Source: an optimization exercise on an open RTL-to-GDS flow (aim: a short achievable clock period and few clock cycles). Production flows keep margins and buffers that such runs may drop. At most, simulation tests tie the RTL to the original design; equivalence was not proved.

// arm_core
module arm_core (
    input  wire        clk,
    input  wire        rst,
    output wire [63:0] imem_addr,
    input  wire [31:0] imem_rdata,
    output wire [63:0] dmem_addr,
    output wire [63:0] dmem_wdata,
    output wire        dmem_we,
    input  wire [63:0] dmem_rdata
);
Size: roughly 17,000 cells after synthesis, roughly 3,900 flip-flops, about 290 I/O pins.
export LEC_CHECK = 0
export ABC_CLOCK_PERIOD_IN_PS = 3000
export CAP_MARGIN = 20
export CORE_MARGIN = 2
export CORE_UTILIZATION = 40
export SLEW_MARGIN = 20
create_clock -name core_clock -period 18.0 [get_ports {clk}]
standard.sh (not shown) runs the stock make flow with config.mk's settings and CLKGATE_MAP_FILE= SYNTH_SCRIPT=/design/flow/synth_recipe.tcl, a recipe that flattens the netlist after the stock synthesis.
==> flow/flow/run.sh <==
#!/bin/bash
# Standard ORFS layout, with two changes:
# * timing repair aims for a large setup slack, so that the design is
#   optimised well below the design's period (the SDC is unchanged);
# * synthesis leaves adders to ABC instead of mapping them to full- and
#   half-adder cells (ADDER_MAP_FILE empty); registers are unaffected.
set -euo pipefail
MARGIN=${MARGIN:-13.3}
bash standard.sh SETUP_SLACK_MARGIN=$MARGIN ADDER_MAP_FILE= finish > make_finish.log 2>&1
Edit:
--- a/flow/design.v
+++ b/flow/design.v
@@ -132,15 +132,15 @@
 	parameter size = 64;
 	input [size - 1:0] a;
 	input [size - 1:0] b;
 	output [size - 1:0] out;
 	assign out = a+b ;
 endmodule 
 module ksadd #(parameter N = 64) (input [N-1:0] a, input [N-1:0] b, input cin, output [N-1:0] s);
-    localparam L = $clog2(N);
+    localparam L = (N <= 2) ? 1 : (N <= 4) ? 2 : (N <= 8) ? 3 : (N <= 16) ? 4 : (N <= 32) ? 5 : (N <= 64) ? 6 : 7;
     wire [N-1:0] p0 = a ^ b;
     wire [N-1:0] g [0:L];
     wire [N-1:0] p [0:L];
     assign g[0] = (a & b) | {{(N-1){1'b0}}, cin & p0[0]};
     assign p[0] = p0;
     genvar k, i;
     generate
@@ -220,34 +220,33 @@
 reg  [63:0] resM, addrM, sdM;
 reg         zM;
 reg         stOut;
 reg         weW;
 reg  [4:0]  rdW;
 reg  [63:0] dataW;
 reg         zWi, ldW;          
-reg  [63:0] rf [0:31];
+reg  [32*64-1:0] rf;         
 reg  [31:0] zf;
 reg  [31:0] bv;
-reg  [11:7] btag [0:31];
-reg  [20:2] btlo [0:31];    
-reg  [1:0]  bsel [0:31];    
+reg  [32*26-1:0] btb;
 reg         bu_set, bu_clr;
 reg  [4:0]  bu_idx;
 reg  [11:7] bu_tag;
 reg  [20:2] bu_tlo;
 reg  [1:0]  bu_sel;
 assign imem_addr  = {pcOut, 2'b00};
 assign dmem_addr  = addrM;
 assign dmem_wdata = sdM;
 assign dmem_we    = stOut;
 wire [63:2] pc4F = pcF + 62'd1;
 wire [4:0]  biF  = pcF[6:2];
-wire        hitF = bv[biF] & (btag[biF] == pcF[11:7]);
-wire [20:2]  tloF = btlo[biF];
-wire [1:0]   selF = bsel[biF];
+wire [25:0]  bentF = btb[biF*26 +: 26];
+wire        hitF = bv[biF] & (bentF[25:21] == pcF[11:7]);
+wire [20:2]  tloF = bentF[20:2];
+wire [1:0]   selF = bentF[1:0];
 wire [63:21] phF = pcF[63:21];
 wire [63:21] phIncF = phF + 43'd1;
 wire [63:21] phDecF = phF - 43'd1;
 wire [63:2]  tgtF = {selF[0] ? phIncF : selF[1] ? phDecF : phF, tloF};
 wire [10:0] opF  = imem_rdata[31:21];
 wire        aluF = (opF == OP_ADD) | (opF == OP_SUB) | (opF == OP_AND) | (opF == OP_ORR);
 wire        ldF  = (opF == OP_LDUR);
@@ -291,16 +290,16 @@
 wire stall_ld  = ((ldD | stD) & pA) | (stD & pB) | (cbzD & pT);
 wire stall_cbz = cbzD & wM & ldM & (rdM == rt) & ~(wE & rdE == rt);
 wire vDe       = vD & ~fixV;
 wire stallD    = vDe & (stall_ld | stall_cbz);
 wire [63:0] intM = lateM ? resL : resM;
 wire        mA = wM & rdM == rn;
 wire        mB = wM & rdM == rb;
-wire [63:0] erlA = (mA & ~ldM) ? intM : (wW & rdW == rn) ? dataW : rf[rn];
-wire [63:0] erlB = (mB & ~ldM) ? intM : (wW & rdW == rb) ? dataW : rf[rb];
+wire [63:0] erlA = (mA & ~ldM) ? intM : (wW & rdW == rn) ? dataW : rf[rn*64 +: 64];
+wire [63:0] erlB = (mB & ~ldM) ? intM : (wW & rdW == rb) ? dataW : rf[rb*64 +: 64];
 wire [63:0] immD = {{55{irD[20]}}, irD[20:12]};
 wire [63:0] valA = eA ? resE : (mA & ldM) ? dmem_rdata : erlA;
 wire [63:0] valB = eB ? resE : (mB & ldM) ? dmem_rdata : erlB;
 wire [63:0] valBI = (aluD & eB) ? resE : (aluD & mB & ldM) ? dmem_rdata : aluD ? erlB : immD;
 wire        eA = wE & rdE == rn;
 wire        eB = wE & rdE == rb;
 wire [18:0] tloD;
@@ -315,14 +314,15 @@
 wire zW = ldW ? (dataW == 64'd0) : zWi;
 wire zD = (wE & rdE == rt) ? zE :
           (wM & rdM == rt) ? (lateM ? zL : zM) :
           (wW & rdW == rt) ? zW : zf[rt];
 wire takenD    = cbzD & zD;
 wire redirect  = vDe & ~stallD & (takenD != predD);
 wire [63:2] redirPC = takenD ? tgtD : pc4D;
+integer i;
 always @(posedge clk) begin
     if (rst)            pcF <= 62'd0;
     else if (fixV)      pcF <= fixPC;
     else if (redirect)  pcF <= redirPC;
     else if (stallD)    pcF <= pcF;
     else if (hitF)      pcF <= tgtF;
     else                pcF <= pc4F;
@@ -348,22 +348,20 @@
     end
     bu_set <= ~rst & vDe & ~stallD & takenD;
     bu_clr <= ~rst & vDe & ~stallD & ~takenD & predD;
     bu_idx <= pcD[6:2];
     bu_tag <= pcD[11:7];
     bu_tlo <= tloD;
     bu_sel <= selD;
-    if (rst) bv <= 32'd0;
-    else if (bu_set) begin
-        bv[bu_idx]   <= 1'b1;
-        btag[bu_idx] <= bu_tag;
-        btlo[bu_idx] <= bu_tlo;
-        bsel[bu_idx] <= bu_sel;
-    end else if (bu_clr)
-        bv[bu_idx]   <= 1'b0;
+    for (i = 0; i < 32; i = i + 1)
+        if (rst || (bu_idx == i && (bu_set || bu_clr))) bv[i] <= ~rst & bu_set;
+    for (i = 0; i < 32; i = i + 1)
+        if (weW && rdW == i) rf[i*64 +: 64] <= dataW;
+    for (i = 0; i < 32; i = i + 1)
+        if (bu_set && bu_idx == i) btb[i*26 +: 26] <= {bu_tag, bu_tlo, bu_sel};
     vE     <= ~rst & vDe & ~stallD & (aluD | ldD | stD);
     lateE  <= lateD;
     lAE    <= pA;
     lBE    <= pB;
     ldE    <= ldD;
     stE    <= stD;
     weE    <= aluD | ldD;
@@ -386,12 +384,11 @@
     stOut <= ~rst & vE & stE;
     weW   <= ~rst & weM;
     rdW   <= rdM;
     dataW <= ldM ? dmem_rdata : intM;
     zWi   <= lateM ? zL : zM;
     ldW   <= ldM;
     if (weW) begin
-        rf[rdW] <= dataW;
         zf[rdW] <= zW;
     end
 end
 endmodule
Outcome: Routed wire length rises by 1.0%; setup slack is worse by 0.0079 ns; via count came out higher by 0.45%; clock skew went down by 0.017 ns; synthesized cell count shrinks by 0.77%.
Testbench counts after the change, summed over its fixed seeds: cycles 46,001.
For the first run of this note, only the layout was checked, not whether the RTL still works.

==> port drivers added, routing unchanged <==
Ports are ideal in the flow. The routed layouts listed here were re-timed in OpenROAD.
Step 1 (the two cells are an assumption about what drives the block):
set clk [get_ports {clk}]
set_driving_cell -lib_cell sky130_fd_sc_hd__clkbuf_16 $clk
set_driving_cell -lib_cell sky130_fd_sc_hd__buf_2 [delete_from_list [all_inputs] $clk]
Step 2 times the ports against the registers' clock, not the clock port: input delays grow and output delays shrink by t, the midpoint of the rising clock arrivals with the driver on.
Three values: ideal, step 1, step 2; two values: the first two.
run | shift t [ns] | slack for setup (ns) | hold WS [ns] | clock arrival spread, ns
the first run | 1.143 | 12.730 / 12.584 / 12.170 | 0.321 / 0.321 / 0.321 | 0.182 / 0.182
the second run | 1.119 | 12.722 / 12.598 / 12.077 | 0.285 / 0.285 / 0.285 | 0.149 / 0.149
After both steps every run listed still meets setup and hold. The setup slack of the second run, which loses most, moves by -0.124 ns with the drivers and by -0.645 ns with both steps.
